Context: an optimization exercise on an open-source flow, tuned for small area and a short achievable clock period. The choices shown serve that exercise and are no tape-out recipe.
Where RTL was checked, it was by simulation tests only, not by an equivalence proof against the original.
Power and IR drop assume default switching activity.

## rev 12
## inexact_filter
module inexact_filter
# (parameter COUNT = 256)  
(input [7:0] Pixel_in,
input  clk,
output [7:0] Median
);
For scale: about 5700 cells after synthesis, ~4200 flip-flops, about 17 I/O pins, roughly 93000 um^2 of cells after synthesis.
export LEC_CHECK = 0
export ABC_CLOCK_PERIOD_IN_PS = 2000
export CAP_MARGIN = 20
export CORE_MARGIN = 2
export CORE_UTILIZATION = 40
export CTS_CLUSTER_DIAMETER = 100
export CTS_CLUSTER_SIZE = 32
export SETUP_SLACK_MARGIN = 5
export SLEW_MARGIN = 20
create_clock -name core_clock -period 11.0 [get_ports {clk}]
standard.sh (not shown) runs the stock make flow with config.mk's settings and CLKGATE_MAP_FILE= SYNTH_SCRIPT=/design/flow/synth_recipe.tcl, a recipe that flattens the netlist after the stock synthesis.
==> flow/flow/run.sh <==
#!/bin/bash
set -euo pipefail
MARGIN=${MARGIN:-7.5}
bash standard.sh SETUP_SLACK_MARGIN=$MARGIN finish > standard_flow.log 2>&1
--- input diff rev 12..rev 13 ---
- removing CTS_CLUSTER_SIZE (formerly 32)
- removing CTS_CLUSTER_DIAMETER (formerly 100)
Findings:
Looking at worst setup path endpoint, the Med_r[4] result is from rev 13; the Med_r[5] one comes from rev 12.
Final worst-path cycle share: rev 13 vs rev 12 down 1.8 points
As far as footprint of the flip-flops and latches is concerned, rev 12 and rev 13 perform about the same.
Going from rev 12 to rev 13, shortest clock period the worst path allows after layout down 190 ps, final design area excluding fillers up 8.4%, hold-critical path depth flat.

* * *

== south ==
inexact_filter, a different RTL version from the one above (not shown whole).
Size: roughly 5300 cells after synthesis, about 4200 flip-flops, ~0.090 mm² of cells after synthesis.
clock: 11.0 ns
lec_check: 0
abc_clock_period_in_ps: 2000
cap_margin: 20
core_margin: 2
core_utilization: 40
setup_slack_margin: 5
slew_margin: 20
run.sh (not shown) runs the stock make flow with config.mk's settings and CLKGATE_MAP_FILE= SYNTH_SCRIPT=/design/flow/synth_recipe.tcl, a recipe that flattens the netlist after the stock synthesis.
Stock flow here: none of the scripts above is used.
south | status: complete | timing, DRC, antenna: pass
The inputs of west differ from those of south as listed below.
Settings: a deleted SETUP_SLACK_MARGIN that had been 5; a deleted ABC_CLOCK_PERIOD_IN_PS that had been 2000.
==> run summary <==
The hold slack in west was higher than what south gave.
Clock network contribution to total cell area: south vs west, no meaningful difference
Routed wirelength normalized by instance count for west is higher than for south.
Share of total power in the clock network sits higher in west than in south.
On total area of multi-input combinational cells, the higher figure sits with south, not west.
Diff south -> west | per-cell via count in the routed design | down slightly
Across both runs, routed wire length was lower for west than for south.
Measured against each other, west and south differ in post-route cell area, the higher figure coming from south.
The faster design of the two is south; west tops out lower.
In the metrics for west and south, the one carrying the lower combinational fraction of design power is west.
Compared west against south; clock skew within noise.
No functional check of the RTL was part of any run of this note.

* * *

Another version of the RTL of inexact_filter (not shown whole).
For scale: about 5800 cells after synthesis.
clock: 11.0 ns
lec_check: 0
abc_clock_period_in_ps: 2000
cap_margin: 20
core_margin: 2
core_utilization: 40
cts_cluster_diameter: 80
cts_cluster_size: 36
setup_slack_margin: 5
slew_margin: 20
standard.sh (not shown) runs the stock make flow with config.mk's settings and CLKGATE_MAP_FILE= SYNTH_SCRIPT=/design/flow/synth_recipe.tcl, a recipe that flattens the netlist after the stock synthesis.
==> flow/flow/run.sh <==
#!/bin/bash
# Layout flow: the standard synthesis, then the combinational logic of the
# synthesized netlist is re-mapped by ABC for delay (the flip-flops are kept as
# they are: same instances, names and cells), then the standard layout
# (floorplan to final) with a larger setup margin for ORFS's timing repair.
# The SDC is the design's, unchanged. Each tool's output goes to a log here.
set -euo pipefail
MARGIN=${MARGIN:-7.5}
RES=orfs/results/${FLOW_PLATFORM:-sky130hd}/inexact_filter/base
LIB=$FLOW_HOME/platforms/sky130hd/lib/sky130_fd_sc_hd__tt_025C_1v80.lib
YOSYS=$FLOW_HOME/../tools/install/yosys/bin/yosys
[[ -x $YOSYS ]] || YOSYS=yosys

bash standard.sh SETUP_SLACK_MARGIN=$MARGIN synth > 1_standard_synth.log 2>&1
cp $RES/1_2_yosys.v 1_2_yosys_standard.v

# cells the re-mapping may not use: the platform's don't-use cells, delay
# cells, and slow wide gates
DU=$(grep -o 'cell ("sky130_fd_sc_hd__[a-z0-9_]*")' $LIB | sed 's/cell ("//; s/")//' \
     | grep -E "__(probe|lpflow|clkdly|dlygate|dlymetal|einv|ebuf|or3|or4|nor4|and4|a2111|o2111|a222|a311|o311|a41|o41|a32|o32)" \
     | sed 's/^/-dont_use /' | tr '\n' ' ')
FLOPS=$(grep -o 'sky130_fd_sc_hd__df[a-z0-9_]*' 1_2_yosys_standard.v | sort -u | tr '\n' ' ')
remap() {  # remap ABC_SCRIPT LOG
cat > remap.ys <<EOS
read_liberty -ignore_miss_func $LIB
blackbox $FLOPS
read_verilog 1_2_yosys_standard.v
hierarchy -top $FLOW_TOP
flatten
opt_clean
abc -script +$1 -liberty $LIB $DU -D 100
opt_clean -purge
stat -liberty $LIB
write_verilog -noattr -noexpr 1_2_yosys_remap.v
EOS
$YOSYS -s remap.ys > $2 2>&1
}
# the ABC scripts to try, in order (flow/abc.script first); if none works the
# standard netlist is kept
mapfile -t SCRIPTS < <(cat flow/abc.script; echo; echo 'strash;dc2;dch,-f;map,-D,100;topo;buffer,-c;upsize,-c;dnsize,-c'; echo 'strash;dch;map,-D,100')
i=0
for sc in "${SCRIPTS[@]}"; do
  [[ -n $sc ]] || continue
  i=$((i+1))
  if remap "$sc" 2_remap_yosys_$i.log; then
    cp 1_2_yosys_remap.v $RES/1_2_yosys.v
    break
  fi
done

bash standard.sh SETUP_SLACK_MARGIN=$MARGIN finish > 3_standard_layout.log 2>&1
==> flow/flow/abc.script <==
strash;dch;map,-D,100;topo;buffer,-c;upsize,-c;dnsize,-c
The baseline passed the timing, DRC and antenna checks.
Next try:
==> flow/flow/abc.script (replaced) <==
strash;dch;map,-D,100;topo;buffer,-c
--- a/flow/config.mk
+++ b/flow/config.mk
@@ -12,2 +12,2 @@
-export CTS_CLUSTER_DIAMETER = 80
-export CTS_CLUSTER_SIZE = 36
+export CTS_CLUSTER_DIAMETER = 100
+export CTS_CLUSTER_SIZE = 32
Result:
- routed wire length shrinks by 1.3%
- setup slack improves by 0.015 ns
- count of clock-buffer cells in the layout is lower by 3
- via count goes up by 0.77%
- area after synthesis stays flat

==> afterwards: timing with drivers on the ports <==
Ports are ideal in the flow. The routed layouts listed here were re-timed in OpenROAD.
Step 1, drivers: a clkbuf_16 drives clk and a buf_2 each remaining input, both assumed.
Step 2 moves the port delays by t, midway between the first and last clock arrival at a register: inputs arrive t later, outputs are due t later. That takes back most of the time a late clock gives input paths.
Three values: ideal, step 1, step 2; two values: the first two.
| run | shift t [ns] | slack for setup (ns) | hold WS [ns] | worst slew at a driven data input, ns |
|---|---|---|---|---|
| rev 12 | 0.936 | 6.590 / 6.643 / 5.707 | 0.307 / 0.307 / 0.307 | 0.06 |
| rev 13 | 1.036 | 6.784 / 6.784 / 5.785 | 0.235 / 0.235 / 0.235 | 0.06 |
| south | 0.994 | 4.381 / 4.254 / 3.260 | 0.247 / 0.247 / 0.247 | 0.29 |
| west | 1.006 | 2.374 / 2.416 / 1.409 | 0.254 / 0.254 / 0.254 | 0.20 |
| the first run of note 3 | 0.891 | 7.216 / 7.136 / 6.456 | 0.289 / 0.289 / 0.289 | 0.08 |
| the second run of note 3 | 0.903 | 7.231 / 7.149 / 6.566 | 0.311 / 0.311 / 0.311 | 0.06 |
After both steps setup and hold are still met in every run listed. For south, which loses most, drivers alone change the setup slack by -0.127 ns; drivers and shift together by -1.121 ns.
